This design comes from an exercise in tuning for small area and a short achievable clock period on the open sky130 flow, not from production work.
No functional check of the RTL was part of any run shown here.
Power is estimated from default activity; no workload was simulated.

### design.v
module QE_M (clk, reset, in_a, in_b, in_c, in_x, mode, valid_in, last_input, valid_out, result);
input wire clk, reset, mode;
input wire [7:0] in_a;
input wire [7:0] in_b;
input wire [7:0] in_c;
input wire [7:0] in_x;
input wire valid_in, last_input;
output reg valid_out;
output wire [15:0] result;
reg T1a14, T1a13, T1b13, T1c13, T1a12, T1b12, T1c12, T1a11, T1b11, T1c11, T1a10, T1b10, T1c10, T1a9, T1b9, T1c9, T1a8, T1b8, T1c8, T1a7, T1b7, T1c7, T1a6, T1b6, T1c6, T1a5, T1b5, T1c5, T1a4, T1b4, T1c4, T1a3, T1b3, T1c3, T1a2, T1b2, T1c2, T1a1, T1b1, T1c1, T1a0, T1b0;
reg [7:0]  X1, C1;
reg        m1, f1;
reg [15:0] R;
reg [7:0]  X2, C2;
reg        keep2;
reg S3a15, S3b15, S3a14, S3b14, S3a13, S3b13, S3a12, S3b12, S3a11, S3b11, S3a10, S3b10, S3a9, S3b9, S3a8, S3b8, S3a7, S3b7, S3a6, S3b6, S3a5, S3b5, S3a4, S3b4, S3a3, S3b3, S3a2, S3b2, S3a1, S3b1, S3a0, S3b0;
reg [15:0] Y;
reg        q1, q2, q3;   
reg        lastd;        
wire [15:0] S3a = {S3a15, S3a14, S3a13, S3a12, S3a11, S3a10, S3a9, S3a8, S3a7, S3a6, S3a5, S3a4, S3a3, S3a2, S3a1, S3a0};
wire [15:0] S3b = {S3b15, S3b14, S3b13, S3b12, S3b11, S3b10, S3b9, S3b8, S3b7, S3b6, S3b5, S3b4, S3b3, S3b2, S3b1, S3b0};
wire [7:0] bg = in_b & {8{~mode}};
wire pa_0_0, pa_0_1, pa_0_2, pa_0_3, pa_0_4, pa_0_5, pa_0_6, pa_0_7;
wire pa_1_0, pa_1_1, pa_1_2, pa_1_3, pa_1_4, pa_1_5, pa_1_6, pa_1_7;
wire pa_2_0, pa_2_1, pa_2_2, pa_2_3, pa_2_4, pa_2_5, pa_2_6, pa_2_7;
wire pa_3_0, pa_3_1, pa_3_2, pa_3_3, pa_3_4, pa_3_5, pa_3_6, pa_3_7;
wire pa_4_0, pa_4_1, pa_4_2, pa_4_3, pa_4_4, pa_4_5, pa_4_6, pa_4_7;
wire pa_5_0, pa_5_1, pa_5_2, pa_5_3, pa_5_4, pa_5_5, pa_5_6, pa_5_7;
wire pa_6_0, pa_6_1, pa_6_2, pa_6_3, pa_6_4, pa_6_5, pa_6_6, pa_6_7;
wire pa_7_0, pa_7_1, pa_7_2, pa_7_3, pa_7_4, pa_7_5, pa_7_6, pa_7_7;
wire pc_0_0, pc_1_0, pc_2_0, pc_3_0, pc_4_0, pc_5_0, pc_6_0, pc_7_0;
wire pc_8_0, pc_9_0, pc_10_0, pc_11_0, pc_12_0, pc_13_0, pc_14_0, pc_15_0;
wire pc_0_1, pc_1_1, pc_2_1, pc_3_1, pc_4_1, pc_5_1, pc_6_1, pc_7_1;
wire pc_8_1, pc_9_1, pc_10_1, pc_11_1, pc_12_1, pc_13_1, pc_14_1, pc_0_2;
wire pc_1_2, pc_2_2, pc_3_2, pc_4_2, pc_5_2, pc_6_2, pc_7_2, pc_8_2;
wire pc_9_2, pc_10_2, pc_11_2, pc_12_2, pc_13_2, pc_0_3, pc_1_3, pc_2_3;
wire pc_3_3, pc_4_3, pc_5_3, pc_6_3, pc_7_3, pc_8_3, pc_9_3, pc_10_3;
wire pc_11_3, pc_12_3, pc_0_4, pc_1_4, pc_2_4, pc_3_4, pc_4_4, pc_5_4;
wire pc_6_4, pc_7_4, pc_8_4, pc_9_4, pc_10_4, pc_11_4, pc_0_5, pc_1_5;
wire pc_2_5, pc_3_5, pc_4_5, pc_5_5, pc_6_5, pc_7_5, pc_8_5, pc_9_5;
wire pc_10_5, pc_0_6, pc_1_6, pc_2_6, pc_3_6, pc_4_6, pc_5_6, pc_6_6;
wire pc_7_6, pc_8_6, pc_9_6, pc_0_7, pc_1_7, pc_2_7, pc_3_7, pc_4_7;
wire pc_5_7, pc_6_7, pc_7_7, pc_8_7, pc_acc_1_0, pc_acc_2_0, pc_acc_2_1;
assign pa_0_0 = in_a[0] & in_x[0];
assign pa_0_1 = in_a[0] & in_x[1];
assign pa_0_2 = in_a[0] & in_x[2];
assign pa_0_3 = in_a[0] & in_x[3];
assign pa_0_4 = in_a[0] & in_x[4];
assign pa_0_5 = in_a[0] & in_x[5];
assign pa_0_6 = in_a[0] & in_x[6];
assign pa_0_7 = in_a[0] & in_x[7];
assign pa_1_0 = in_a[1] & in_x[0];
assign pa_1_1 = in_a[1] & in_x[1];
assign pa_1_2 = in_a[1] & in_x[2];
assign pa_1_3 = in_a[1] & in_x[3];
assign pa_1_4 = in_a[1] & in_x[4];
assign pa_1_5 = in_a[1] & in_x[5];
assign pa_1_6 = in_a[1] & in_x[6];
assign pa_1_7 = in_a[1] & in_x[7];
assign pa_2_0 = in_a[2] & in_x[0];
assign pa_2_1 = in_a[2] & in_x[1];
assign pa_2_2 = in_a[2] & in_x[2];
assign pa_2_3 = in_a[2] & in_x[3];
assign pa_2_4 = in_a[2] & in_x[4];
assign pa_2_5 = in_a[2] & in_x[5];
assign pa_2_6 = in_a[2] & in_x[6];
assign pa_2_7 = in_a[2] & in_x[7];
assign pa_3_0 = in_a[3] & in_x[0];
assign pa_3_1 = in_a[3] & in_x[1];
assign pa_3_2 = in_a[3] & in_x[2];
assign pa_3_3 = in_a[3] & in_x[3];
assign pa_3_4 = in_a[3] & in_x[4];
assign pa_3_5 = in_a[3] & in_x[5];
assign pa_3_6 = in_a[3] & in_x[6];
assign pa_3_7 = in_a[3] & in_x[7];
assign pa_4_0 = in_a[4] & in_x[0];
assign pa_4_1 = in_a[4] & in_x[1];
assign pa_4_2 = in_a[4] & in_x[2];
assign pa_4_3 = in_a[4] & in_x[3];
assign pa_4_4 = in_a[4] & in_x[4];
assign pa_4_5 = in_a[4] & in_x[5];
assign pa_4_6 = in_a[4] & in_x[6];
assign pa_4_7 = in_a[4] & in_x[7];
assign pa_5_0 = in_a[5] & in_x[0];
assign pa_5_1 = in_a[5] & in_x[1];
assign pa_5_2 = in_a[5] & in_x[2];
assign pa_5_3 = in_a[5] & in_x[3];
assign pa_5_4 = in_a[5] & in_x[4];
assign pa_5_5 = in_a[5] & in_x[5];
assign pa_5_6 = in_a[5] & in_x[6];
assign pa_5_7 = in_a[5] & in_x[7];
assign pa_6_0 = in_a[6] & in_x[0];
assign pa_6_1 = in_a[6] & in_x[1];
assign pa_6_2 = in_a[6] & in_x[2];
assign pa_6_3 = in_a[6] & in_x[3];
assign pa_6_4 = in_a[6] & in_x[4];
assign pa_6_5 = in_a[6] & in_x[5];
assign pa_6_6 = in_a[6] & in_x[6];
assign pa_6_7 = in_a[6] & in_x[7];
assign pa_7_0 = in_a[7] & in_x[0];
assign pa_7_1 = in_a[7] & in_x[1];
assign pa_7_2 = in_a[7] & in_x[2];
assign pa_7_3 = in_a[7] & in_x[3];
assign pa_7_4 = in_a[7] & in_x[4];
assign pa_7_5 = in_a[7] & in_x[5];
assign pa_7_6 = in_a[7] & in_x[6];
assign pa_7_7 = in_a[7] & in_x[7];
wire ta_1, ta_2, ta_3, ta_4, ta_5, ta_6, ta_7, ta_8;
wire ta_9, ta_10, ta_11, ta_12, ta_13, ta_14, ta_15, ta_16;
wire ta_17, ta_18, ta_19, ta_20, ta_21, ta_22, ta_23, ta_24;
wire ta_25, ta_26, ta_27, ta_28, ta_29, ta_30, ta_31, ta_32;
wire ta_33, ta_34, ta_35, ta_36, ta_37, ta_38, ta_39, ta_40;
wire ta_41, ta_42, ta_43, ta_44, ta_45, ta_46, ta_47, ta_48;
wire ta_49, ta_50, ta_51, ta_52, ta_53, ta_54, ta_55, ta_56;
wire ta_57, ta_58, ta_59, ta_60, ta_61, ta_62, ta_63, ta_64;
wire ta_65, ta_66, ta_67, ta_68, ta_69, ta_70, ta_71, ta_72;
qe_ha ta_ha0 (.a(pa_0_5), .b(pa_1_4), .s(ta_1), .co(ta_2));
qe_fa ta_fa0 (.a(pa_0_6), .b(pa_1_5), .c(pa_2_4), .s(ta_3), .co(ta_4));
qe_ha ta_ha1 (.a(pa_3_3), .b(pa_4_2), .s(ta_5), .co(ta_6));
qe_fa ta_fa1 (.a(pa_0_7), .b(pa_1_6), .c(pa_2_5), .s(ta_7), .co(ta_8));
qe_fa ta_fa2 (.a(pa_3_4), .b(pa_4_3), .c(pa_5_2), .s(ta_9), .co(ta_10));
qe_ha ta_ha2 (.a(pa_6_1), .b(pa_7_0), .s(ta_11), .co(ta_12));
qe_fa ta_fa3 (.a(pa_1_7), .b(pa_2_6), .c(pa_3_5), .s(ta_13), .co(ta_14));
qe_fa ta_fa4 (.a(pa_4_4), .b(pa_5_3), .c(pa_6_2), .s(ta_15), .co(ta_16));
qe_fa ta_fa5 (.a(pa_2_7), .b(pa_3_6), .c(pa_4_5), .s(ta_17), .co(ta_18));
qe_ha ta_ha3 (.a(pa_0_3), .b(pa_1_2), .s(ta_19), .co(ta_20));
qe_fa ta_fa6 (.a(pa_0_4), .b(pa_1_3), .c(pa_2_2), .s(ta_21), .co(ta_22));
qe_ha ta_ha4 (.a(pa_3_1), .b(pa_4_0), .s(ta_23), .co(ta_24));
qe_fa ta_fa7 (.a(pa_2_3), .b(pa_3_2), .c(pa_4_1), .s(ta_25), .co(ta_26));
qe_fa ta_fa8 (.a(pa_5_0), .b(bg[5]), .c(ta_1), .s(ta_27), .co(ta_28));
qe_fa ta_fa9 (.a(pa_5_1), .b(pa_6_0), .c(bg[6]), .s(ta_29), .co(ta_30));
qe_fa ta_fa10 (.a(ta_2), .b(ta_5), .c(ta_3), .s(ta_31), .co(ta_32));
qe_fa ta_fa11 (.a(bg[7]), .b(ta_6), .c(ta_11), .s(ta_33), .co(ta_34));
qe_fa ta_fa12 (.a(ta_4), .b(ta_7), .c(ta_9), .s(ta_35), .co(ta_36));
qe_fa ta_fa13 (.a(pa_7_1), .b(ta_12), .c(ta_8), .s(ta_37), .co(ta_38));
qe_fa ta_fa14 (.a(ta_10), .b(ta_13), .c(ta_15), .s(ta_39), .co(ta_40));
qe_fa ta_fa15 (.a(pa_5_4), .b(pa_6_3), .c(pa_7_2), .s(ta_41), .co(ta_42));
qe_fa ta_fa16 (.a(ta_14), .b(ta_16), .c(ta_17), .s(ta_43), .co(ta_44));
qe_fa ta_fa17 (.a(pa_3_7), .b(pa_4_6), .c(pa_5_5), .s(ta_45), .co(ta_46));
qe_fa ta_fa18 (.a(pa_6_4), .b(pa_7_3), .c(ta_18), .s(ta_47), .co(ta_48));
qe_fa ta_fa19 (.a(pa_4_7), .b(pa_5_6), .c(pa_6_5), .s(ta_49), .co(ta_50));
qe_ha ta_ha5 (.a(pa_0_2), .b(pa_1_1), .s(ta_51), .co(ta_52));
qe_fa ta_fa20 (.a(pa_2_1), .b(pa_3_0), .c(bg[3]), .s(ta_53), .co(ta_54));
qe_fa ta_fa21 (.a(bg[4]), .b(ta_20), .c(ta_23), .s(ta_55), .co(ta_56));
qe_fa ta_fa22 (.a(ta_24), .b(ta_22), .c(ta_25), .s(ta_57), .co(ta_58));
qe_fa ta_fa23 (.a(ta_26), .b(ta_29), .c(ta_28), .s(ta_59), .co(ta_60));
qe_fa ta_fa24 (.a(ta_30), .b(ta_33), .c(ta_32), .s(ta_61), .co(ta_62));
qe_fa ta_fa25 (.a(ta_34), .b(ta_36), .c(ta_37), .s(ta_63), .co(ta_64));
qe_fa ta_fa26 (.a(ta_41), .b(ta_38), .c(ta_40), .s(ta_65), .co(ta_66));
qe_fa ta_fa27 (.a(ta_42), .b(ta_45), .c(ta_44), .s(ta_67), .co(ta_68));
qe_fa ta_fa28 (.a(pa_7_4), .b(ta_46), .c(ta_49), .s(ta_69), .co(ta_70));
qe_fa ta_fa29 (.a(pa_5_7), .b(pa_6_6), .c(pa_7_5), .s(ta_71), .co(ta_72));
wire tb_1, tb_2, tb_3, tb_4, tb_5, tb_6, tb_7, tb_8;
wire tb_9, tb_10, tb_11, tb_12, tb_13, tb_14, tb_15, tb_16;
wire tb_17, tb_18, tb_19, tb_20, tb_21, tb_22, tb_23, tb_24;
wire tb_25, tb_26;
qe_ha tb_ha0 (.a(T1a1), .b(T1b1), .s(tb_1), .co(tb_2));
qe_fa tb_fa0 (.a(T1a2), .b(T1b2), .c(T1c2), .s(tb_3), .co(tb_4));
qe_fa tb_fa1 (.a(T1a3), .b(T1b3), .c(T1c3), .s(tb_5), .co(tb_6));
qe_fa tb_fa2 (.a(T1a4), .b(T1b4), .c(T1c4), .s(tb_7), .co(tb_8));
qe_fa tb_fa3 (.a(T1a5), .b(T1b5), .c(T1c5), .s(tb_9), .co(tb_10));
qe_fa tb_fa4 (.a(T1a6), .b(T1b6), .c(T1c6), .s(tb_11), .co(tb_12));
qe_fa tb_fa5 (.a(T1a7), .b(T1b7), .c(T1c7), .s(tb_13), .co(tb_14));
qe_fa tb_fa6 (.a(T1a8), .b(T1b8), .c(T1c8), .s(tb_15), .co(tb_16));
qe_fa tb_fa7 (.a(T1a9), .b(T1b9), .c(T1c9), .s(tb_17), .co(tb_18));
qe_fa tb_fa8 (.a(T1a10), .b(T1b10), .c(T1c10), .s(tb_19), .co(tb_20));
qe_fa tb_fa9 (.a(T1a11), .b(T1b11), .c(T1c11), .s(tb_21), .co(tb_22));
qe_fa tb_fa10 (.a(T1a12), .b(T1b12), .c(T1c12), .s(tb_23), .co(tb_24));
qe_fa tb_fa11 (.a(T1a13), .b(T1b13), .c(T1c13), .s(tb_25), .co(tb_26));
wire [15:0] SBa = {1'b0, T1a14, tb_24, tb_22, tb_20, tb_18, tb_16, tb_14, tb_12, tb_10, tb_8, tb_6, tb_4, tb_2, T1c1, T1a0};
wire [15:0] SBb = {1'b0, tb_26, tb_25, tb_23, tb_21, tb_19, tb_17, tb_15, tb_13, tb_11, tb_9, tb_7, tb_5, tb_3, tb_1, T1b0};
assign pc_0_0 = R[0] & X2[0];
assign pc_1_0 = R[1] & X2[0];
assign pc_2_0 = R[2] & X2[0];
assign pc_3_0 = R[3] & X2[0];
assign pc_4_0 = R[4] & X2[0];
assign pc_5_0 = R[5] & X2[0];
assign pc_6_0 = R[6] & X2[0];
assign pc_7_0 = R[7] & X2[0];
assign pc_8_0 = R[8] & X2[0];
assign pc_9_0 = R[9] & X2[0];
assign pc_10_0 = R[10] & X2[0];
assign pc_11_0 = R[11] & X2[0];
assign pc_12_0 = R[12] & X2[0];
assign pc_13_0 = R[13] & X2[0];
assign pc_14_0 = R[14] & X2[0];
assign pc_15_0 = R[15] & X2[0];
assign pc_0_1 = (R[0] & X2[1]) | (S3a[1] & keep2);
assign pc_1_1 = (R[1] & X2[1]) | (S3a[2] & keep2);
assign pc_2_1 = (R[2] & X2[1]) | (S3a[3] & keep2);
assign pc_3_1 = (R[3] & X2[1]) | (S3a[4] & keep2);
assign pc_4_1 = (R[4] & X2[1]) | (S3a[5] & keep2);
assign pc_5_1 = (R[5] & X2[1]) | (S3a[6] & keep2);
assign pc_6_1 = (R[6] & X2[1]) | (S3a[7] & keep2);
assign pc_7_1 = (R[7] & X2[1]) | (S3a[8] & keep2);
assign pc_8_1 = (R[8] & X2[1]) | (S3a[9] & keep2);
assign pc_9_1 = (R[9] & X2[1]) | (S3a[10] & keep2);
assign pc_10_1 = (R[10] & X2[1]) | (S3a[11] & keep2);
assign pc_11_1 = (R[11] & X2[1]) | (S3a[12] & keep2);
assign pc_12_1 = (R[12] & X2[1]) | (S3a[13] & keep2);
assign pc_13_1 = (R[13] & X2[1]) | (S3a[14] & keep2);
assign pc_14_1 = (R[14] & X2[1]) | (S3a[15] & keep2);
assign pc_0_2 = (R[0] & X2[2]) | (S3b[2] & keep2);
assign pc_1_2 = (R[1] & X2[2]) | (S3b[3] & keep2);
assign pc_2_2 = (R[2] & X2[2]) | (S3b[4] & keep2);
assign pc_3_2 = (R[3] & X2[2]) | (S3b[5] & keep2);
assign pc_4_2 = (R[4] & X2[2]) | (S3b[6] & keep2);
assign pc_5_2 = (R[5] & X2[2]) | (S3b[7] & keep2);
assign pc_6_2 = (R[6] & X2[2]) | (S3b[8] & keep2);
assign pc_7_2 = (R[7] & X2[2]) | (S3b[9] & keep2);
assign pc_8_2 = (R[8] & X2[2]) | (S3b[10] & keep2);
assign pc_9_2 = (R[9] & X2[2]) | (S3b[11] & keep2);
assign pc_10_2 = (R[10] & X2[2]) | (S3b[12] & keep2);
assign pc_11_2 = (R[11] & X2[2]) | (S3b[13] & keep2);
assign pc_12_2 = (R[12] & X2[2]) | (S3b[14] & keep2);
assign pc_13_2 = (R[13] & X2[2]) | (S3b[15] & keep2);
assign pc_0_3 = R[0] & X2[3];
assign pc_1_3 = R[1] & X2[3];
assign pc_2_3 = R[2] & X2[3];
assign pc_3_3 = R[3] & X2[3];
assign pc_4_3 = R[4] & X2[3];
assign pc_5_3 = R[5] & X2[3];
assign pc_6_3 = R[6] & X2[3];
assign pc_7_3 = R[7] & X2[3];
assign pc_8_3 = R[8] & X2[3];
assign pc_9_3 = R[9] & X2[3];
assign pc_10_3 = R[10] & X2[3];
assign pc_11_3 = R[11] & X2[3];
assign pc_12_3 = R[12] & X2[3];
assign pc_0_4 = R[0] & X2[4];
assign pc_1_4 = R[1] & X2[4];
assign pc_2_4 = R[2] & X2[4];
assign pc_3_4 = R[3] & X2[4];
assign pc_4_4 = R[4] & X2[4];
assign pc_5_4 = R[5] & X2[4];
assign pc_6_4 = R[6] & X2[4];
assign pc_7_4 = R[7] & X2[4];
assign pc_8_4 = R[8] & X2[4];
assign pc_9_4 = R[9] & X2[4];
assign pc_10_4 = R[10] & X2[4];
assign pc_11_4 = R[11] & X2[4];
assign pc_0_5 = R[0] & X2[5];
assign pc_1_5 = R[1] & X2[5];
assign pc_2_5 = R[2] & X2[5];
assign pc_3_5 = R[3] & X2[5];
assign pc_4_5 = R[4] & X2[5];
assign pc_5_5 = R[5] & X2[5];
assign pc_6_5 = R[6] & X2[5];
assign pc_7_5 = R[7] & X2[5];
assign pc_8_5 = R[8] & X2[5];
assign pc_9_5 = R[9] & X2[5];
assign pc_10_5 = R[10] & X2[5];
assign pc_0_6 = R[0] & X2[6];
assign pc_1_6 = R[1] & X2[6];
assign pc_2_6 = R[2] & X2[6];
assign pc_3_6 = R[3] & X2[6];
assign pc_4_6 = R[4] & X2[6];
assign pc_5_6 = R[5] & X2[6];
assign pc_6_6 = R[6] & X2[6];
assign pc_7_6 = R[7] & X2[6];
assign pc_8_6 = R[8] & X2[6];
assign pc_9_6 = R[9] & X2[6];
assign pc_0_7 = R[0] & X2[7];
assign pc_1_7 = R[1] & X2[7];
assign pc_2_7 = R[2] & X2[7];
assign pc_3_7 = R[3] & X2[7];
assign pc_4_7 = R[4] & X2[7];
assign pc_5_7 = R[5] & X2[7];
assign pc_6_7 = R[6] & X2[7];
assign pc_7_7 = R[7] & X2[7];
assign pc_8_7 = R[8] & X2[7];
assign pc_acc_1_0 = S3a[0] & keep2;
assign pc_acc_2_0 = S3b[0] & keep2;
assign pc_acc_2_1 = S3b[1] & keep2;
wire tc_1, tc_2, tc_3, tc_4, tc_5, tc_6, tc_7, tc_8;
wire tc_9, tc_10, tc_11, tc_12, tc_13, tc_14, tc_15, tc_16;
wire tc_17, tc_18, tc_19, tc_20, tc_21, tc_22, tc_23, tc_24;
wire tc_25, tc_26, tc_27, tc_28, tc_29, tc_30, tc_31, tc_32;
wire tc_33, tc_34, tc_35, tc_36, tc_37, tc_38, tc_39, tc_40;
wire tc_41, tc_42, tc_43, tc_44, tc_45, tc_46, tc_47, tc_48;
wire tc_49, tc_50, tc_51, tc_52, tc_53, tc_54, tc_55, tc_56;
wire tc_57, tc_58, tc_59, tc_60, tc_61, tc_62, tc_63, tc_64;
wire tc_65, tc_66, tc_67, tc_68, tc_69, tc_70, tc_71, tc_72;
wire tc_73, tc_74, tc_75, tc_76, tc_77, tc_78, tc_79, tc_80;
wire tc_81, tc_82, tc_83, tc_84, tc_85, tc_86, tc_87, tc_88;
wire tc_89, tc_90, tc_91, tc_92, tc_93, tc_94, tc_95, tc_96;
wire tc_97, tc_98, tc_99, tc_100, tc_101, tc_102, tc_103, tc_104;
wire tc_105, tc_106, tc_107, tc_108, tc_109, tc_110, tc_111, tc_112;
wire tc_113, tc_114, tc_115, tc_116, tc_117, tc_118, tc_119, tc_120;
wire tc_121, tc_122, tc_123, tc_124, tc_125, tc_126, tc_127, tc_128;
wire tc_129, tc_130, tc_131, tc_132, tc_133, tc_134, tc_135, tc_136;
wire tc_137, tc_138, tc_139, tc_140, tc_141, tc_142, tc_143, tc_144;
wire tc_145, tc_146, tc_147, tc_148, tc_149, tc_150, tc_151, tc_152;
wire tc_153, tc_154, tc_155, tc_156, tc_157, tc_158, tc_159, tc_160;
wire tc_161, tc_162, tc_163, tc_164, tc_165, tc_166, tc_167, tc_168;
wire tc_169, tc_170, tc_171, tc_172, tc_173, tc_174;
qe_ha tc_ha0 (.a(C2[5]), .b(pc_5_0), .s(tc_1), .co(tc_2));
qe_fa tc_fa0 (.a(C2[6]), .b(pc_6_0), .c(pc_5_1), .s(tc_3), .co(tc_4));
qe_ha tc_ha1 (.a(pc_4_2), .b(pc_3_3), .s(tc_5), .co(tc_6));
qe_fa tc_fa1 (.a(C2[7]), .b(pc_7_0), .c(pc_6_1), .s(tc_7), .co(tc_8));
qe_fa tc_fa2 (.a(pc_5_2), .b(pc_4_3), .c(pc_3_4), .s(tc_9), .co(tc_10));
qe_ha tc_ha2 (.a(pc_2_5), .b(pc_1_6), .s(tc_11), .co(tc_12));
qe_fa tc_fa3 (.a(pc_8_0), .b(pc_7_1), .c(pc_6_2), .s(tc_13), .co(tc_14));
qe_fa tc_fa4 (.a(pc_5_3), .b(pc_4_4), .c(pc_3_5), .s(tc_15), .co(tc_16));
qe_ha tc_ha3 (.a(pc_2_6), .b(pc_1_7), .s(tc_17), .co(tc_18));
qe_fa tc_fa5 (.a(pc_9_0), .b(pc_8_1), .c(pc_7_2), .s(tc_19), .co(tc_20));
qe_fa tc_fa6 (.a(pc_6_3), .b(pc_5_4), .c(pc_4_5), .s(tc_21), .co(tc_22));
qe_ha tc_ha4 (.a(pc_3_6), .b(pc_2_7), .s(tc_23), .co(tc_24));
qe_fa tc_fa7 (.a(pc_10_0), .b(pc_9_1), .c(pc_8_2), .s(tc_25), .co(tc_26));
qe_fa tc_fa8 (.a(pc_7_3), .b(pc_6_4), .c(pc_5_5), .s(tc_27), .co(tc_28));
qe_ha tc_ha5 (.a(pc_4_6), .b(pc_3_7), .s(tc_29), .co(tc_30));
qe_fa tc_fa9 (.a(pc_11_0), .b(pc_10_1), .c(pc_9_2), .s(tc_31), .co(tc_32));
qe_fa tc_fa10 (.a(pc_8_3), .b(pc_7_4), .c(pc_6_5), .s(tc_33), .co(tc_34));
qe_ha tc_ha6 (.a(pc_5_6), .b(pc_4_7), .s(tc_35), .co(tc_36));
qe_fa tc_fa11 (.a(pc_12_0), .b(pc_11_1), .c(pc_10_2), .s(tc_37), .co(tc_38));
qe_fa tc_fa12 (.a(pc_9_3), .b(pc_8_4), .c(pc_7_5), .s(tc_39), .co(tc_40));
qe_ha tc_ha7 (.a(pc_6_6), .b(pc_5_7), .s(tc_41), .co(tc_42));
qe_fa tc_fa13 (.a(pc_13_0), .b(pc_12_1), .c(pc_11_2), .s(tc_43), .co(tc_44));
qe_fa tc_fa14 (.a(pc_10_3), .b(pc_9_4), .c(pc_8_5), .s(tc_45), .co(tc_46));
qe_ha tc_ha8 (.a(pc_7_6), .b(pc_6_7), .s(tc_47), .co(tc_48));
qe_fa tc_fa15 (.a(pc_14_0), .b(pc_13_1), .c(pc_12_2), .s(tc_49), .co(tc_50));
qe_fa tc_fa16 (.a(pc_11_3), .b(pc_10_4), .c(pc_9_5), .s(tc_51), .co(tc_52));
qe_ha tc_ha9 (.a(pc_8_6), .b(pc_7_7), .s(tc_53), .co(tc_54));
qe_fa tc_fa17 (.a(pc_15_0), .b(pc_14_1), .c(pc_13_2), .s(tc_55), .co(tc_56));
qe_fa tc_fa18 (.a(pc_12_3), .b(pc_11_4), .c(pc_10_5), .s(tc_57), .co(tc_58));
qe_ha tc_ha10 (.a(pc_9_6), .b(pc_8_7), .s(tc_59), .co(tc_60));
qe_ha tc_ha11 (.a(C2[3]), .b(pc_3_0), .s(tc_61), .co(tc_62));
qe_fa tc_fa19 (.a(C2[4]), .b(pc_4_0), .c(pc_3_1), .s(tc_63), .co(tc_64));
qe_ha tc_ha12 (.a(pc_2_2), .b(pc_1_3), .s(tc_65), .co(tc_66));
qe_fa tc_fa20 (.a(pc_4_1), .b(pc_3_2), .c(pc_2_3), .s(tc_67), .co(tc_68));
qe_fa tc_fa21 (.a(pc_1_4), .b(pc_0_5), .c(tc_1), .s(tc_69), .co(tc_70));
qe_fa tc_fa22 (.a(pc_2_4), .b(pc_1_5), .c(pc_0_6), .s(tc_71), .co(tc_72));
qe_fa tc_fa23 (.a(tc_2), .b(tc_5), .c(tc_3), .s(tc_73), .co(tc_74));
qe_fa tc_fa24 (.a(pc_0_7), .b(tc_6), .c(tc_11), .s(tc_75), .co(tc_76));
qe_fa tc_fa25 (.a(tc_4), .b(tc_7), .c(tc_9), .s(tc_77), .co(tc_78));
qe_fa tc_fa26 (.a(tc_12), .b(tc_17), .c(tc_8), .s(tc_79), .co(tc_80));
qe_fa tc_fa27 (.a(tc_10), .b(tc_13), .c(tc_15), .s(tc_81), .co(tc_82));
qe_fa tc_fa28 (.a(tc_18), .b(tc_23), .c(tc_14), .s(tc_83), .co(tc_84));
qe_fa tc_fa29 (.a(tc_16), .b(tc_19), .c(tc_21), .s(tc_85), .co(tc_86));
qe_fa tc_fa30 (.a(tc_24), .b(tc_29), .c(tc_20), .s(tc_87), .co(tc_88));
qe_fa tc_fa31 (.a(tc_22), .b(tc_25), .c(tc_27), .s(tc_89), .co(tc_90));
qe_fa tc_fa32 (.a(tc_30), .b(tc_35), .c(tc_26), .s(tc_91), .co(tc_92));
qe_fa tc_fa33 (.a(tc_28), .b(tc_31), .c(tc_33), .s(tc_93), .co(tc_94));
qe_fa tc_fa34 (.a(tc_36), .b(tc_41), .c(tc_32), .s(tc_95), .co(tc_96));
qe_fa tc_fa35 (.a(tc_34), .b(tc_37), .c(tc_39), .s(tc_97), .co(tc_98));
qe_fa tc_fa36 (.a(tc_42), .b(tc_47), .c(tc_38), .s(tc_99), .co(tc_100));
qe_fa tc_fa37 (.a(tc_40), .b(tc_43), .c(tc_45), .s(tc_101), .co(tc_102));
qe_fa tc_fa38 (.a(tc_48), .b(tc_53), .c(tc_44), .s(tc_103), .co(tc_104));
qe_fa tc_fa39 (.a(tc_46), .b(tc_49), .c(tc_51), .s(tc_105), .co(tc_106));
qe_fa tc_fa40 (.a(tc_54), .b(tc_59), .c(tc_50), .s(tc_107), .co(tc_108));
qe_fa tc_fa41 (.a(tc_52), .b(tc_55), .c(tc_57), .s(tc_109), .co(tc_110));
qe_ha tc_ha13 (.a(C2[0]), .b(pc_0_0), .s(tc_111), .co(tc_112));
qe_fa tc_fa42 (.a(C2[1]), .b(pc_1_0), .c(pc_0_1), .s(tc_113), .co(tc_114));
qe_fa tc_fa43 (.a(C2[2]), .b(pc_2_0), .c(pc_1_1), .s(tc_115), .co(tc_116));
qe_fa tc_fa44 (.a(pc_2_1), .b(pc_1_2), .c(pc_0_3), .s(tc_117), .co(tc_118));
qe_fa tc_fa45 (.a(pc_0_4), .b(tc_62), .c(tc_65), .s(tc_119), .co(tc_120));
qe_fa tc_fa46 (.a(tc_66), .b(tc_64), .c(tc_67), .s(tc_121), .co(tc_122));
qe_fa tc_fa47 (.a(tc_68), .b(tc_71), .c(tc_70), .s(tc_123), .co(tc_124));
qe_fa tc_fa48 (.a(tc_72), .b(tc_75), .c(tc_74), .s(tc_125), .co(tc_126));
qe_fa tc_fa49 (.a(tc_76), .b(tc_78), .c(tc_79), .s(tc_127), .co(tc_128));
qe_fa tc_fa50 (.a(tc_80), .b(tc_82), .c(tc_83), .s(tc_129), .co(tc_130));
qe_fa tc_fa51 (.a(tc_84), .b(tc_86), .c(tc_87), .s(tc_131), .co(tc_132));
qe_fa tc_fa52 (.a(tc_88), .b(tc_90), .c(tc_91), .s(tc_133), .co(tc_134));
qe_fa tc_fa53 (.a(tc_92), .b(tc_94), .c(tc_95), .s(tc_135), .co(tc_136));
qe_fa tc_fa54 (.a(tc_96), .b(tc_98), .c(tc_99), .s(tc_137), .co(tc_138));
qe_fa tc_fa55 (.a(tc_100), .b(tc_102), .c(tc_103), .s(tc_139), .co(tc_140));
qe_fa tc_fa56 (.a(tc_104), .b(tc_106), .c(tc_107), .s(tc_141), .co(tc_142));
qe_ha tc_ha14 (.a(pc_acc_1_0), .b(pc_acc_2_0), .s(tc_143), .co(tc_144));
qe_fa tc_fa57 (.a(pc_acc_2_1), .b(tc_112), .c(tc_113), .s(tc_145), .co(tc_146));
qe_fa tc_fa58 (.a(pc_0_2), .b(tc_114), .c(tc_115), .s(tc_147), .co(tc_148));
qe_fa tc_fa59 (.a(tc_61), .b(tc_116), .c(tc_117), .s(tc_149), .co(tc_150));
qe_fa tc_fa60 (.a(tc_118), .b(tc_63), .c(tc_119), .s(tc_151), .co(tc_152));
qe_fa tc_fa61 (.a(tc_120), .b(tc_69), .c(tc_121), .s(tc_153), .co(tc_154));
qe_fa tc_fa62 (.a(tc_122), .b(tc_73), .c(tc_123), .s(tc_155), .co(tc_156));
qe_fa tc_fa63 (.a(tc_77), .b(tc_124), .c(tc_125), .s(tc_157), .co(tc_158));
qe_fa tc_fa64 (.a(tc_81), .b(tc_126), .c(tc_127), .s(tc_159), .co(tc_160));
qe_fa tc_fa65 (.a(tc_85), .b(tc_128), .c(tc_129), .s(tc_161), .co(tc_162));
qe_fa tc_fa66 (.a(tc_89), .b(tc_130), .c(tc_131), .s(tc_163), .co(tc_164));
qe_fa tc_fa67 (.a(tc_93), .b(tc_132), .c(tc_133), .s(tc_165), .co(tc_166));
qe_fa tc_fa68 (.a(tc_97), .b(tc_134), .c(tc_135), .s(tc_167), .co(tc_168));
qe_fa tc_fa69 (.a(tc_101), .b(tc_136), .c(tc_137), .s(tc_169), .co(tc_170));
qe_fa tc_fa70 (.a(tc_105), .b(tc_138), .c(tc_139), .s(tc_171), .co(tc_172));
qe_fa tc_fa71 (.a(tc_109), .b(tc_140), .c(tc_141), .s(tc_173), .co(tc_174));
always @(posedge clk) begin
	T1a14 <= pa_7_7;
	T1a13 <= pa_6_7;
	T1b13 <= pa_7_6;
	T1c13 <= ta_72;
	T1a12 <= ta_50;
	T1b12 <= ta_71;
	T1c12 <= ta_70;
	T1a11 <= ta_48;
	T1b11 <= ta_69;
	T1c11 <= ta_68;
	T1a10 <= ta_47;
	T1b10 <= ta_66;
	T1c10 <= ta_67;
	T1a9 <= ta_43;
	T1b9 <= ta_64;
	T1c9 <= ta_65;
	T1a8 <= ta_39;
	T1b8 <= ta_62;
	T1c8 <= ta_63;
	T1a7 <= ta_35;
	T1b7 <= ta_60;
	T1c7 <= ta_61;
	T1a6 <= ta_58;
	T1b6 <= ta_31;
	T1c6 <= ta_59;
	T1a5 <= ta_56;
	T1b5 <= ta_27;
	T1c5 <= ta_57;
	T1a4 <= ta_54;
	T1b4 <= ta_21;
	T1c4 <= ta_55;
	T1a3 <= ta_52;
	T1b3 <= ta_19;
	T1c3 <= ta_53;
	T1a2 <= pa_2_0;
	T1b2 <= bg[2];
	T1c2 <= ta_51;
	T1a1 <= pa_0_1;
	T1b1 <= pa_1_0;
	T1c1 <= bg[1];
	T1a0 <= pa_0_0;
	T1b0 <= bg[0];
	X1 <= mode ? {7'd0, valid_in} : in_x;
	C1 <= in_c & {8{~mode}};
	m1 <= mode;
	f1 <= lastd;
	R  <= SBa + SBb;
	X2 <= X1;
	C2 <= C1;
	keep2 <= m1 & ~f1;
	S3a15 <= tc_172;
	S3b15 <= tc_173;
	S3a14 <= tc_170;
	S3b14 <= tc_171;
	S3a13 <= tc_168;
	S3b13 <= tc_169;
	S3a12 <= tc_166;
	S3b12 <= tc_167;
	S3a11 <= tc_164;
	S3b11 <= tc_165;
	S3a10 <= tc_162;
	S3b10 <= tc_163;
	S3a9 <= tc_160;
	S3b9 <= tc_161;
	S3a8 <= tc_158;
	S3b8 <= tc_159;
	S3a7 <= tc_156;
	S3b7 <= tc_157;
	S3a6 <= tc_154;
	S3b6 <= tc_155;
	S3a5 <= tc_152;
	S3b5 <= tc_153;
	S3a4 <= tc_150;
	S3b4 <= tc_151;
	S3a3 <= tc_148;
	S3b3 <= tc_149;
	S3a2 <= tc_146;
	S3b2 <= tc_147;
	S3a1 <= tc_144;
	S3b1 <= tc_145;
	S3a0 <= tc_111;
	S3b0 <= tc_143;
	Y  <= S3a + S3b;
end
always @(posedge clk or posedge reset) begin
	if (reset) begin
		q1 <= 1'b0;
		q2 <= 1'b0;
		q3 <= 1'b0;
		valid_out <= 1'b0;
		lastd <= 1'b1;
	end else begin
		q1 <= mode ? last_input : valid_in;
		q2 <= q1;
		q3 <= q2;
		valid_out <= q3;
		lastd <= last_input;
	end
end
assign result = Y;
endmodule
module qe_fa (a, b, c, s, co);
input wire a, b, c;
output wire s, co;
assign {co, s} = a + b + c;
endmodule
module qe_ha (a, b, s, co);
input wire a, b;
output wire s, co;
assign {co, s} = a + b;
endmodule
### run.sh
#!/bin/bash
# synth_recipe.tcl (not shown) runs the flow's synth.tcl, then flattens the netlist and writes it again
# the make line also repeats each setting of config.mk as NAME=value (left out here)
make -C /OpenROAD-flow-scripts/flow DESIGN_CONFIG=/design/flow/config.mk WORK_HOME=/design/flow/orfs CLKGATE_MAP_FILE= SYNTH_SCRIPT=/design/flow/synth_recipe.tcl finish
### config.mk
export PLATFORM = sky130hd
export DESIGN_NAME = QE_M
export DESIGN_NICKNAME = QE_M
export VERILOG_FILES = /design/flow/design.v
export SDC_FILE = /design/flow/constraint.sdc
export NUM_CORES = 4
export LEC_CHECK = 0
export CAP_MARGIN = 20
export CORE_MARGIN = 2
export CORE_UTILIZATION = 40
export SLEW_MARGIN = 20
export SYNTH_HIERARCHICAL = 1
### constraint.sdc
create_clock -name core_clock -period 6.5 [get_ports {clk}]
set_input_delay 1.3000 -clock core_clock [delete_from_list [all_inputs] [get_ports {clk}]]
set_output_delay 1.3000 -clock core_clock [all_outputs]
set_load 0.01 [all_outputs]
==> run notes, run 1 <==
DP Area -> 0.00917 sq mm
# rows -> 52
Synth Area in Adders -> 0.355
fin crit share -> 0.502
Die W -> 149 um
H-tree depth -> 4
share of cells above drive strength 1 -> 0.0482
Final Skew -> 8.72 ps
Worst Hold Endpoint -> X2[2]$_DFF_P_
FF-to-FF setup slack -> 3400 ps
Seq/Total Area, Yosys -> 0.352
Main synth FF type -> dfxtp_1
Initial Util -> 0.411
Cells after DPL -> 1006
Worst EP arrival -> 3570 ps
Final ANT Viol Nets -> 0
IR drop worst, VDD -> 0.211 mV
Hold Crit Start -> X1[2]$_SDFF_PP0_
post-synthesis simple-gate area fraction -> 0.156
Fillers -> 1796
total clock sinks -> 146
CP Capture Type -> register
Post CTS Setup Buffer Count -> 0
Synth Area in XOR/XNOR -> 0.0209
FF-to-FF path depth -> 5
Hold Crit Class -> reg2reg
Synth Register Bits -> 146
status -> no timing/DRC/antenna violations
Final #Nets -> 960
main area contributors after synthesis -> dfxtp_1 34%, fa_1 28%, and2_1 10%
Hold-fix buffers, CTS -> 0
Port Buffer Count -> 53
Antenna diodes -> 0
# DRC -> 0
Slew headroom -> 0.366
FFs w/ async S/R, synth -> 0.0342
Routed wire per std cell -> 16.0 um
vias in the first global route -> 5740
Slowest-stage cell, CP -> clkdlybuf4s50_1
fin crit period -> 3260 ps
cell area after synthesis -> 0.00838 sq mm
Die H -> 149 um
Finished Layout Cells -> 1038
area of the core -> 0.0204 sq mm
Setup Viol. Count Final -> 0
post-synth top area cell -> dfxtp_1
Vias -> 5157
largest family of logic cells by synthesized area -> adder cells
Tot GR Track Use -> 0.163
Clock Tree Buf Depth -> 2
number of synthesized flops with an enable pin -> 0
setup_tns -> 0 ps
clock slew at reported path FFs -> 60 ps
Synth Area per Inst -> 12.0 sq um
CP Launch Type -> primary input
wirelength, routed -> 16600 um
first-pass detailed-route iteration total -> 4
GP Congestion -> 0.875
number of CTS-inserted buffers -> 17
Worst Hold Depth -> 0
Psw -> 1.54 mW
Compound-Gate Fraction of Synth Area -> 0.101
share of the synthesized area in the top cell type -> 0.337
Least-Margin Pin Slew -> 947 ps
CTS tree -> done
Pwr Total -> 4.16 mW
part of the power in registers -> 0.323
CTS root buf -> clkbuf_16
Critical Path, Cell by Cell -> clkdlybuf4s50_1 > nor2b_1 > fa_1 > fa_1
clock share of power -> 0.230
largest net degree at the start of global routing -> 33
IO Count -> 54
post_cts resized -> 0
sw frac -> 0.371
worst r2r dst -> S3b10$_DFF_P_
initial antenna violation count -> 0
Avg Vias per Cell -> 4.97
Distinct cells, synth -> 50
total gr overflow -> 0
Internal Power -> 2.62 mW
Most common cell on crit path -> fa_1
crit path max fanout -> 26
cells after synthesis -> 699
power share of the combinational group -> 0.447
die area -> 0.0221 sq mm
Crit path required time -> 6800 ps
final hold vios -> 0
Static Leak -> 4.29 nW
Reg-to-Reg Start -> X2[1]$_DFF_P_
cell area after layout -> 0.00975 sq mm
Critical Path Source -> mode
area growth from synthesis to layout -> 16.4%
worst skew pair latency -> 430 ps
Max Transition Viols Final -> 0
syn_nets -> 904
detailed placer's ending HPWL -> 13100 um
RSZ-0062 raised after global routing -> no
Ys Warns -> 7
Max-Cap Viols -> 0
FMAX -> 0.306 GHz
CP peak stage delay -> 1090 ps
DRT iter0 DRCs -> 181
CP Class -> in2reg
mux contribution to synthesized area -> 0.00269
Pwr per Cell Area -> 427 mW/mm^2
first-pass GRT wire length -> 28300 um
[metrics by stage]
stage / utilization / worst slack, ps / hold WS, ps
after floorplan: - / 3560 / 310
after global placement: 0.450 / 2760 / 311
after detailed placement: 0.450 / 2740 / 312
after CTS: 0.479 / 3110 / 326
after global routing: 0.479 / 3080 / 328
final: 0.479 / 3240 / 325
[cell usage after synthesis (7+ instances only)]
cell type / count
clkbuf_1: 12
a21oi_1: 17
nand3_1: 10
ha_1: 52
o21ai_1: 11
a211oi_1: 7
a21o_1: 9
a22o_1: 29
nand2_1: 17
dfxtp_1: 141
and2_1: 139
xnor2_1: 12
nor2_1: 17
inv_1: 9
xor2_1: 8
fa_1: 116
nor2b_1: 24
o21ai_0: 7
[cell usage in the layout, fill, tap and decap left out, types with 4 or more instances in the layout]
cell type	count
dfxtp_1	140
a31oi_1	5
xor2_1	8
inv_1	9
a211oi_1	7
nor2b_1	24
and2_1	139
xnor2_1	12
nor2_1	17
nand2_1	17
ha_1	52
a22o_1	29
clkdlybuf4s50_1	53
nand2b_1	5
o21ai_0	7
fa_1	116
o21ai_1	11
nand3_1	10
a21o_1	9
clkbuf_16	17
a21oi_1	17
dfrtp_1	4
o21a_1	4
[sequential cells by signal (all words and copies together) (netlist names), 8 cells and up]
register,cells
C2,8
C1,8
X1,8
R,16
X2,8
Y,16
[Yosys stat by module (local to each module, per instance)]
module	times used	cells
qe_ha	22	1
qe_fa	114	1
QE_M	1	563
[critical path: cells and delay by family]
kind | cells | cell delay [ps]
simple gates | 1 | 160
fa+ha+maj | 2 | 1010
buf+inv | 1 | 1090
[power by group through the flow]
stage	logic (mW)	clock network (mW)	registers (mW)
6_report	1.86	0.956	1.35
5_1_grt	2.11	1.02	1.38
4_1_cts	1.87	0.981	1.35
3_5_place_dp	1.86	0	1.37
3_3_place_gp	1.79	0	1.36
2_1_floorplan	1.38	0	1.31
[metal layers]
layer | part of all wire | GRT usage
met5 | 0 | 0
met3 | 0.041 | 0.0396
met2 | 0.50 | 0.279
met1 | 0.45 | 0.202
met4 | 0.014 | 0.0581
[how the worst max path moves through the flow]
| stage | cells after the start | slack [ps] | to |
|---|---|---|---|
| 3_3_place_gp | 4 | 2760 | T1c7$_DFF_P_ |
| 3_5_place_dp | 4 | 2740 | T1c7$_DFF_P_ |
| 2_1_floorplan | 4 | 3560 | T1c8$_DFF_P_ |
| 5_1_grt | 4 | 3080 | T1c7$_DFF_P_ |
| 6_report | 4 | 3240 | T1c7$_DFF_P_ |
| 4_1_cts | 5 | 3110 | S3b10$_DFF_P_ |
[cell families (layout without fill, tap and decap cells)]
| kind of cell | after synthesis | count (layout) |
|---|---|---|
| simple gates | 225 | 225 |
| fa+ha+maj | 168 | 168 |
| flops | 146 | 146 |
| compound gates | 113 | 113 |
| buf+inv | 25 | 94 |
| xor+xnor | 20 | 20 |
| mux | 2 | 2 |
[layout make-up]
type	count	area [sq um]	share of cell area
repair buffers	53	531	0.0544
clock inverters	11	129	0.0132
clock buffers	21	450	0.0462
multi-input cells	528	5320	0.546
flip-flops and latches	146	2950	0.303
inverters	9	33.8	0.00346
well taps	270	338	0.0346
==> run 2, diff against run 1 <==
--- a/design.v
+++ b/design.v
@@ -7,7 +7,7 @@
 input wire valid_in, last_input;
 output reg valid_out;
 output wire [15:0] result;
-reg T1a14, T1a13, T1b13, T1c13, T1a12, T1b12, T1c12, T1a11, T1b11, T1c11, T1a10, T1b10, T1c10, T1a9, T1b9, T1c9, T1a8, T1b8, T1c8, T1a7, T1b7, T1c7, T1a6, T1b6, T1c6, T1a5, T1b5, T1c5, T1a4, T1b4, T1c4, T1a3, T1b3, T1c3, T1a2, T1b2, T1c2, T1a1, T1b1, T1c1, T1a0, T1b0;
+reg T1a14, T1a13, T1b13, T1a12, T1b12, T1c12, T1d12, T1a11, T1b11, T1c11, T1d11, T1a10, T1b10, T1c10, T1d10, T1a9, T1b9, T1c9, T1d9, T1a8, T1b8, T1c8, T1d8, T1a7, T1b7, T1c7, T1d7, T1a6, T1b6, T1c6, T1d6, T1a5, T1b5, T1c5, T1d5, T1a4, T1b4, T1c4, T1d4, T1a3, T1b3, T1c3, T1d3, T1a2, T1b2, T1c2, T1d2, T1a1, T1b1, T1c1, T1a0, T1b0;
 reg [7:0]  X1, C1;
 reg        m1, f1;
 reg [15:0] R;
@@ -111,9 +111,7 @@
 wire ta_25, ta_26, ta_27, ta_28, ta_29, ta_30, ta_31, ta_32;
 wire ta_33, ta_34, ta_35, ta_36, ta_37, ta_38, ta_39, ta_40;
 wire ta_41, ta_42, ta_43, ta_44, ta_45, ta_46, ta_47, ta_48;
-wire ta_49, ta_50, ta_51, ta_52, ta_53, ta_54, ta_55, ta_56;
-wire ta_57, ta_58, ta_59, ta_60, ta_61, ta_62, ta_63, ta_64;
-wire ta_65, ta_66, ta_67, ta_68, ta_69, ta_70, ta_71, ta_72;
+wire ta_49, ta_50;
 qe_ha ta_ha0 (.a(pa_0_5), .b(pa_1_4), .s(ta_1), .co(ta_2));
 qe_fa ta_fa0 (.a(pa_0_6), .b(pa_1_5), .c(pa_2_4), .s(ta_3), .co(ta_4));
 qe_ha ta_ha1 (.a(pa_3_3), .b(pa_4_2), .s(ta_5), .co(ta_6));
@@ -139,36 +137,38 @@
 qe_fa ta_fa17 (.a(pa_3_7), .b(pa_4_6), .c(pa_5_5), .s(ta_45), .co(ta_46));
 qe_fa ta_fa18 (.a(pa_6_4), .b(pa_7_3), .c(ta_18), .s(ta_47), .co(ta_48));
 qe_fa ta_fa19 (.a(pa_4_7), .b(pa_5_6), .c(pa_6_5), .s(ta_49), .co(ta_50));
-qe_ha ta_ha5 (.a(pa_0_2), .b(pa_1_1), .s(ta_51), .co(ta_52));
-qe_fa ta_fa20 (.a(pa_2_1), .b(pa_3_0), .c(bg[3]), .s(ta_53), .co(ta_54));
-qe_fa ta_fa21 (.a(bg[4]), .b(ta_20), .c(ta_23), .s(ta_55), .co(ta_56));
-qe_fa ta_fa22 (.a(ta_24), .b(ta_22), .c(ta_25), .s(ta_57), .co(ta_58));
-qe_fa ta_fa23 (.a(ta_26), .b(ta_29), .c(ta_28), .s(ta_59), .co(ta_60));
-qe_fa ta_fa24 (.a(ta_30), .b(ta_33), .c(ta_32), .s(ta_61), .co(ta_62));
-qe_fa ta_fa25 (.a(ta_34), .b(ta_36), .c(ta_37), .s(ta_63), .co(ta_64));
-qe_fa ta_fa26 (.a(ta_41), .b(ta_38), .c(ta_40), .s(ta_65), .co(ta_66));
-qe_fa ta_fa27 (.a(ta_42), .b(ta_45), .c(ta_44), .s(ta_67), .co(ta_68));
-qe_fa ta_fa28 (.a(pa_7_4), .b(ta_46), .c(ta_49), .s(ta_69), .co(ta_70));
-qe_fa ta_fa29 (.a(pa_5_7), .b(pa_6_6), .c(pa_7_5), .s(ta_71), .co(ta_72));
 wire tb_1, tb_2, tb_3, tb_4, tb_5, tb_6, tb_7, tb_8;
 wire tb_9, tb_10, tb_11, tb_12, tb_13, tb_14, tb_15, tb_16;
 wire tb_17, tb_18, tb_19, tb_20, tb_21, tb_22, tb_23, tb_24;
-wire tb_25, tb_26;
-qe_ha tb_ha0 (.a(T1a1), .b(T1b1), .s(tb_1), .co(tb_2));
-qe_fa tb_fa0 (.a(T1a2), .b(T1b2), .c(T1c2), .s(tb_3), .co(tb_4));
-qe_fa tb_fa1 (.a(T1a3), .b(T1b3), .c(T1c3), .s(tb_5), .co(tb_6));
-qe_fa tb_fa2 (.a(T1a4), .b(T1b4), .c(T1c4), .s(tb_7), .co(tb_8));
-qe_fa tb_fa3 (.a(T1a5), .b(T1b5), .c(T1c5), .s(tb_9), .co(tb_10));
-qe_fa tb_fa4 (.a(T1a6), .b(T1b6), .c(T1c6), .s(tb_11), .co(tb_12));
-qe_fa tb_fa5 (.a(T1a7), .b(T1b7), .c(T1c7), .s(tb_13), .co(tb_14));
-qe_fa tb_fa6 (.a(T1a8), .b(T1b8), .c(T1c8), .s(tb_15), .co(tb_16));
-qe_fa tb_fa7 (.a(T1a9), .b(T1b9), .c(T1c9), .s(tb_17), .co(tb_18));
-qe_fa tb_fa8 (.a(T1a10), .b(T1b10), .c(T1c10), .s(tb_19), .co(tb_20));
-qe_fa tb_fa9 (.a(T1a11), .b(T1b11), .c(T1c11), .s(tb_21), .co(tb_22));
-qe_fa tb_fa10 (.a(T1a12), .b(T1b12), .c(T1c12), .s(tb_23), .co(tb_24));
-qe_fa tb_fa11 (.a(T1a13), .b(T1b13), .c(T1c13), .s(tb_25), .co(tb_26));
-wire [15:0] SBa = {1'b0, T1a14, tb_24, tb_22, tb_20, tb_18, tb_16, tb_14, tb_12, tb_10, tb_8, tb_6, tb_4, tb_2, T1c1, T1a0};
-wire [15:0] SBb = {1'b0, tb_26, tb_25, tb_23, tb_21, tb_19, tb_17, tb_15, tb_13, tb_11, tb_9, tb_7, tb_5, tb_3, tb_1, T1b0};
+wire tb_25, tb_26, tb_27, tb_28, tb_29, tb_30, tb_31, tb_32;
+wire tb_33, tb_34, tb_35, tb_36, tb_37, tb_38, tb_39, tb_40;
+wire tb_41, tb_42, tb_43, tb_44, tb_45, tb_46, tb_47, tb_48;
+qe_ha tb_ha0 (.a(T1a2), .b(T1b2), .s(tb_1), .co(tb_2));
+qe_fa tb_fa0 (.a(T1a3), .b(T1b3), .c(T1c3), .s(tb_3), .co(tb_4));
+qe_fa tb_fa1 (.a(T1a4), .b(T1b4), .c(T1c4), .s(tb_5), .co(tb_6));
+qe_fa tb_fa2 (.a(T1a5), .b(T1b5), .c(T1c5), .s(tb_7), .co(tb_8));
+qe_fa tb_fa3 (.a(T1a6), .b(T1b6), .c(T1c6), .s(tb_9), .co(tb_10));
+qe_fa tb_fa4 (.a(T1a7), .b(T1b7), .c(T1c7), .s(tb_11), .co(tb_12));
+qe_fa tb_fa5 (.a(T1a8), .b(T1b8), .c(T1c8), .s(tb_13), .co(tb_14));
+qe_fa tb_fa6 (.a(T1a9), .b(T1b9), .c(T1c9), .s(tb_15), .co(tb_16));
+qe_fa tb_fa7 (.a(T1a10), .b(T1b10), .c(T1c10), .s(tb_17), .co(tb_18));
+qe_fa tb_fa8 (.a(T1a11), .b(T1b11), .c(T1c11), .s(tb_19), .co(tb_20));
+qe_fa tb_fa9 (.a(T1a12), .b(T1b12), .c(T1c12), .s(tb_21), .co(tb_22));
+qe_ha tb_ha1 (.a(T1a1), .b(T1b1), .s(tb_23), .co(tb_24));
+qe_fa tb_fa10 (.a(T1c2), .b(T1d2), .c(tb_1), .s(tb_25), .co(tb_26));
+qe_fa tb_fa11 (.a(T1d3), .b(tb_2), .c(tb_3), .s(tb_27), .co(tb_28));
+qe_fa tb_fa12 (.a(T1d4), .b(tb_4), .c(tb_5), .s(tb_29), .co(tb_30));
+qe_fa tb_fa13 (.a(T1d5), .b(tb_6), .c(tb_7), .s(tb_31), .co(tb_32));
+qe_fa tb_fa14 (.a(T1d6), .b(tb_8), .c(tb_9), .s(tb_33), .co(tb_34));
+qe_fa tb_fa15 (.a(T1d7), .b(tb_10), .c(tb_11), .s(tb_35), .co(tb_36));
+qe_fa tb_fa16 (.a(T1d8), .b(tb_12), .c(tb_13), .s(tb_37), .co(tb_38));
+qe_fa tb_fa17 (.a(T1d9), .b(tb_14), .c(tb_15), .s(tb_39), .co(tb_40));
+qe_fa tb_fa18 (.a(T1d10), .b(tb_16), .c(tb_17), .s(tb_41), .co(tb_42));
+qe_fa tb_fa19 (.a(T1d11), .b(tb_18), .c(tb_19), .s(tb_43), .co(tb_44));
+qe_fa tb_fa20 (.a(T1d12), .b(tb_20), .c(tb_21), .s(tb_45), .co(tb_46));
+qe_fa tb_fa21 (.a(T1a13), .b(T1b13), .c(tb_22), .s(tb_47), .co(tb_48));
+wire [15:0] SBa = {1'b0, T1a14, tb_46, tb_44, tb_42, tb_40, tb_38, tb_36, tb_34, tb_32, tb_30, tb_28, tb_26, tb_24, T1c1, T1a0};
+wire [15:0] SBb = {1'b0, tb_48, tb_47, tb_45, tb_43, tb_41, tb_39, tb_37, tb_35, tb_33, tb_31, tb_29, tb_27, tb_25, tb_23, T1b0};
 assign pc_0_0 = R[0] & X2[0];
 assign pc_1_0 = R[1] & X2[0];
 assign pc_2_0 = R[2] & X2[0];
@@ -385,40 +385,50 @@
 	T1a14 <= pa_7_7;
 	T1a13 <= pa_6_7;
 	T1b13 <= pa_7_6;
-	T1c13 <= ta_72;
-	T1a12 <= ta_50;
-	T1b12 <= ta_71;
-	T1c12 <= ta_70;
-	T1a11 <= ta_48;
-	T1b11 <= ta_69;
-	T1c11 <= ta_68;
-	T1a10 <= ta_47;
-	T1b10 <= ta_66;
-	T1c10 <= ta_67;
-	T1a9 <= ta_43;
-	T1b9 <= ta_64;
-	T1c9 <= ta_65;
-	T1a8 <= ta_39;
-	T1b8 <= ta_62;
-	T1c8 <= ta_63;
-	T1a7 <= ta_35;
-	T1b7 <= ta_60;
-	T1c7 <= ta_61;
-	T1a6 <= ta_58;
-	T1b6 <= ta_31;
-	T1c6 <= ta_59;
-	T1a5 <= ta_56;
-	T1b5 <= ta_27;
-	T1c5 <= ta_57;
-	T1a4 <= ta_54;
-	T1b4 <= ta_21;
-	T1c4 <= ta_55;
-	T1a3 <= ta_52;
-	T1b3 <= ta_19;
-	T1c3 <= ta_53;
-	T1a2 <= pa_2_0;
-	T1b2 <= bg[2];
-	T1c2 <= ta_51;
+	T1a12 <= pa_5_7;
+	T1b12 <= pa_6_6;
+	T1c12 <= pa_7_5;
+	T1d12 <= ta_50;
+	T1a11 <= pa_7_4;
+	T1b11 <= ta_46;
+	T1c11 <= ta_49;
+	T1d11 <= ta_48;
+	T1a10 <= ta_42;
+	T1b10 <= ta_45;
+	T1c10 <= ta_44;
+	T1d10 <= ta_47;
+	T1a9 <= ta_41;
+	T1b9 <= ta_38;
+	T1c9 <= ta_40;
+	T1d9 <= ta_43;
+	T1a8 <= ta_34;
+	T1b8 <= ta_36;
+	T1c8 <= ta_37;
+	T1d8 <= ta_39;
+	T1a7 <= ta_30;
+	T1b7 <= ta_33;
+	T1c7 <= ta_32;
+	T1d7 <= ta_35;
+	T1a6 <= ta_26;
+	T1b6 <= ta_29;
+	T1c6 <= ta_28;
+	T1d6 <= ta_31;
+	T1a5 <= ta_24;
+	T1b5 <= ta_22;
+	T1c5 <= ta_25;
+	T1d5 <= ta_27;
+	T1a4 <= bg[4];
+	T1b4 <= ta_20;
+	T1c4 <= ta_23;
+	T1d4 <= ta_21;
+	T1a3 <= pa_2_1;
+	T1b3 <= pa_3_0;
+	T1c3 <= bg[3];
+	T1d3 <= ta_19;
+	T1a2 <= pa_0_2;
+	T1b2 <= pa_1_1;
+	T1c2 <= pa_2_0;
+	T1d2 <= bg[2];
 	T1a1 <= pa_0_1;
 	T1b1 <= pa_1_0;
 	T1c1 <= bg[1];
==> run 2 against run 1 <==
Compared with the run above:
- still clean
- maximum frequency grew 8.1%
- worst setup slack gained 240 ps
- flip-flop and latch count up 10
- register-to-register slack improved by 80 ps
- sequential power rose by 4%
- die area grew 2.3%
- synthesized cell count rose by 1.4%
- worst hold slack worse by 1.6 ps
- routed wire length rose by 3.4%
- sequential share of layout area rose by 1.4 points
- global-route usage grew 0.19 points
- total power grew 1.2%
- critical path type is now reg2reg
- largest power group unchanged
==> run notes, run 2 <==
status -> no timing/DRC/antenna violations
Final Skew -> 10.3 ps
Clock Tree Buf Depth -> 2
Buf/Inv on CP -> 0
largest registers -> R: 16 flops, Y: 16 flops
crit path max fanout -> 15
number of CTS-inserted buffers -> 17
worst skew pair latency -> 420 ps
first-pass GRT wire length -> 29000 um
commonest cells in the netlist -> 151 x dfxtp_1, 139 x and2_1, 116 x fa_1, 52 x ha_1, 29 x a22o_1
Seq/Total Area, Yosys -> 0.367
share of cells above drive strength 1 -> 0.0488
area of the core -> 0.0210 sq mm
Cells after DPL -> 1022
setup_tns -> 0 ps
count leader, synth -> dfxtp_1
Hold-fix buffers, CTS -> 0
leading cell type in the layout, fill and taps excluded -> dfxtp_1
Pwr Total -> 4.21 mW
RSZ-0062 raised after global routing -> no
Critical Path Source -> X2[1]$_DFF_P_
Antenna diodes -> 0
final worst slack -> 3480 ps
die area -> 0.0226 sq mm
Tot GR Track Use -> 0.165
fin crit share -> 0.465
Distinct cells, synth -> 50
cell area after synthesis -> 0.00858 sq mm
FF-to-FF setup slack -> 3480 ps
Ys Warns -> 7
# DRC -> 0
IO Count -> 54
crit path to -> S3b15$_DFF_P_
worst r2r dst -> S3b15$_DFF_P_
IR drop worst, VDD -> 0.214 mV
detailed placer's ending HPWL -> 13200 um
Static Leak -> 4.37 nW
Crit path required time -> 6790 ps
cells after synthesis -> 709
Synth Area per Inst -> 12.1 sq um
CP Launch Type -> register
CTS root buf -> clkbuf_16
initial antenna violation count -> 0
H-tree depth -> 4
Post CTS Setup Buffer Count -> 0
Reg area -> 0.00315 sq mm
number of synthesized flops with an enable pin -> 0
Vias -> 5285
Routed wire per std cell -> 16.3 um
first-pass detailed-route iteration total -> 4
final hold vios -> 0
Critical Path, Cell by Cell -> a22o_1 > fa_1 > fa_1 > fa_1 > fa_1
Port Buffer Count -> 53
wirelength, routed -> 17200 um
area growth from synthesis to layout -> 16.0%
delay-heaviest family, CP -> adder cells
total gr overflow -> 0
DP Area -> 0.00939 sq mm
Setup Viol. Count Final -> 0
worst slack, placed -> 3210 ps
Max Transition Viols Final -> 0
CTS tree -> done
Slowest-stage cell, CP -> dfxtp_1
Max-Cap Viols -> 0
syn_nets -> 914
post_cts resized -> 0
CP Depth -> 5
share of the synthesized area in the top cell type -> 0.352
Final ANT Viol Nets -> 0
CP Capture Type -> register
Least-Margin Pin Slew -> 710 ps
FMAX -> 0.331 GHz
# rows -> 53
clock slew at reported path FFs -> 60 ps
Die W -> 150 um
Hold Crit Class -> reg2reg
vias in the first global route -> 5928
Fillers -> 1896
largest net degree at the start of global routing -> 33
CP Class -> reg2reg
fin crit period -> 3020 ps
Synth Register Bits -> 156
CP peak stage delay -> 780 ps
post-synth top area cell -> dfxtp_1
Avg Vias per Cell -> 5.02
Pwr per Cell Area -> 424 mW/mm^2
FFs w/ async S/R, synth -> 0.0321
Most common cell on crit path -> fa_1
Initial Util -> 0.408
Slew headroom -> 0.526
main area contributors after synthesis -> dfxtp_1 35%, fa_1 27%, and2_1 10%
multi-input logic area -> 0.00532 sq mm
Worst EP arrival -> 3310 ps
Reg-to-Reg Start -> X2[1]$_DFF_P_
cell area after layout -> 0.00994 sq mm
Final #Nets -> 971
Finished Layout Cells -> 1053
most frequent cells in the layout -> 150 x dfxtp_1, 139 x and2_1, 116 x fa_1
FF-to-FF path depth -> 5
total clock sinks -> 156
GP Congestion -> 0.830
Main synth FF type -> dfxtp_1
DRT iter0 DRCs -> 370
Die H -> 150 um
-- run 2: cell types whose count changed after synthesis --
| cell | change |
|---|---|
| dfxtp_1 | +10 |
-- run 2: through the flow --
stage,hold slack [ps],utilization
finish,324,0.473
global route,331,0.473
CTS,325,0.473
detailed placement,312,0.447
global placement,311,0.447
floorplan,310,-
-- run 2: Yosys stat by module (local to each module, per instance) --
module  times used  flip-flops and latches
qe_fa          114                       0
qe_ha           22                       0
QE_M             1                     156
-- run 2: cells by family after synthesis --
logic type	after synthesis	synth area share
adder cells (fa/ha/maj)	168	0.347
AND/OR/NAND/NOR	225	0.153
multiplexers	2	0.00263
AO/OA/AOI/OAI	113	0.0982
XOR/XNOR	20	0.0204
buffers and inverters	25	0.0123
flip-flops	156	0.367
-- run 2: worst min path at each step --
stage	from	endpoint	slack (ps)	depth (start not counted)
global route	X1[0]$_DFF_P_	X2[0]$_DFF_P_	330	0
detailed placement	C1[1]$_DFF_P_	C2[1]$_DFF_P_	310	0
CTS	X1[0]$_DFF_P_	X2[0]$_DFF_P_	320	0
floorplan	C1[0]$_DFF_P_	C2[0]$_DFF_P_	310	0
global placement	C1[0]$_DFF_P_	C2[0]$_DFF_P_	310	0
finish	X1[0]$_DFF_P_	X2[0]$_DFF_P_	320	0
-- run 2: layout make-up --
class | count | share of cell area
clock inverters | 11 | 0.0111
multi-input cells | 528 | 0.535
repair buffers | 54 | 0.0541
inverters | 9 | 0.00340
clock buffers | 20 | 0.0449
well taps | 275 | 0.0346
flip-flops and latches | 156 | 0.317
-- run 2: routing by layer --
layer,global-route usage,vias up,share of wire
met1,0.204,2641,0.45
met5,0,-,0
met3,0.0364,21,0.041
li1,-,2505,-
met4,0.0533,0,0.015
met2,0.287,118,0.50
-- run 2: where the power goes --
group	internal [mW]	total [mW]	switching, mW	leakage (nW)
registers	1.21	1.41	0.192	1.32
logic	0.881	1.86	0.981	2.78
clock network	0.542	0.944	0.402	0.270

port drivers added, routing unchanged:
The flow's constraints put no driver on any port. The routed layouts listed below were extracted and timed again, unchanged, in two steps. Step 1, drivers: a clkbuf_16 drives clk and a buf_2 each remaining input, both assumed. Step 2 moves the port delays by t, midway between the first and last clock arrival at a register: inputs arrive t later, outputs are due t later. That takes back most of the time a late clock gives input paths. Three values: ideal, step 1, step 2; two values: the first two.
run | t, ns | setup slack, ns | worst register clock-pin slew, ns | worst slew at a driven data input, ns
run 1 | 0.461 | 3.235 / 3.251 / 2.790 | 0.06 / 0.06 | 0.04
run 2 | 0.456 | 3.480 / 3.480 / 3.227 | 0.07 / 0.07 | 0.03
After both steps every run listed still meets setup and hold. For run 1, which loses most, drivers alone change the setup slack by +0.016 ns; drivers and shift together by -0.445 ns.
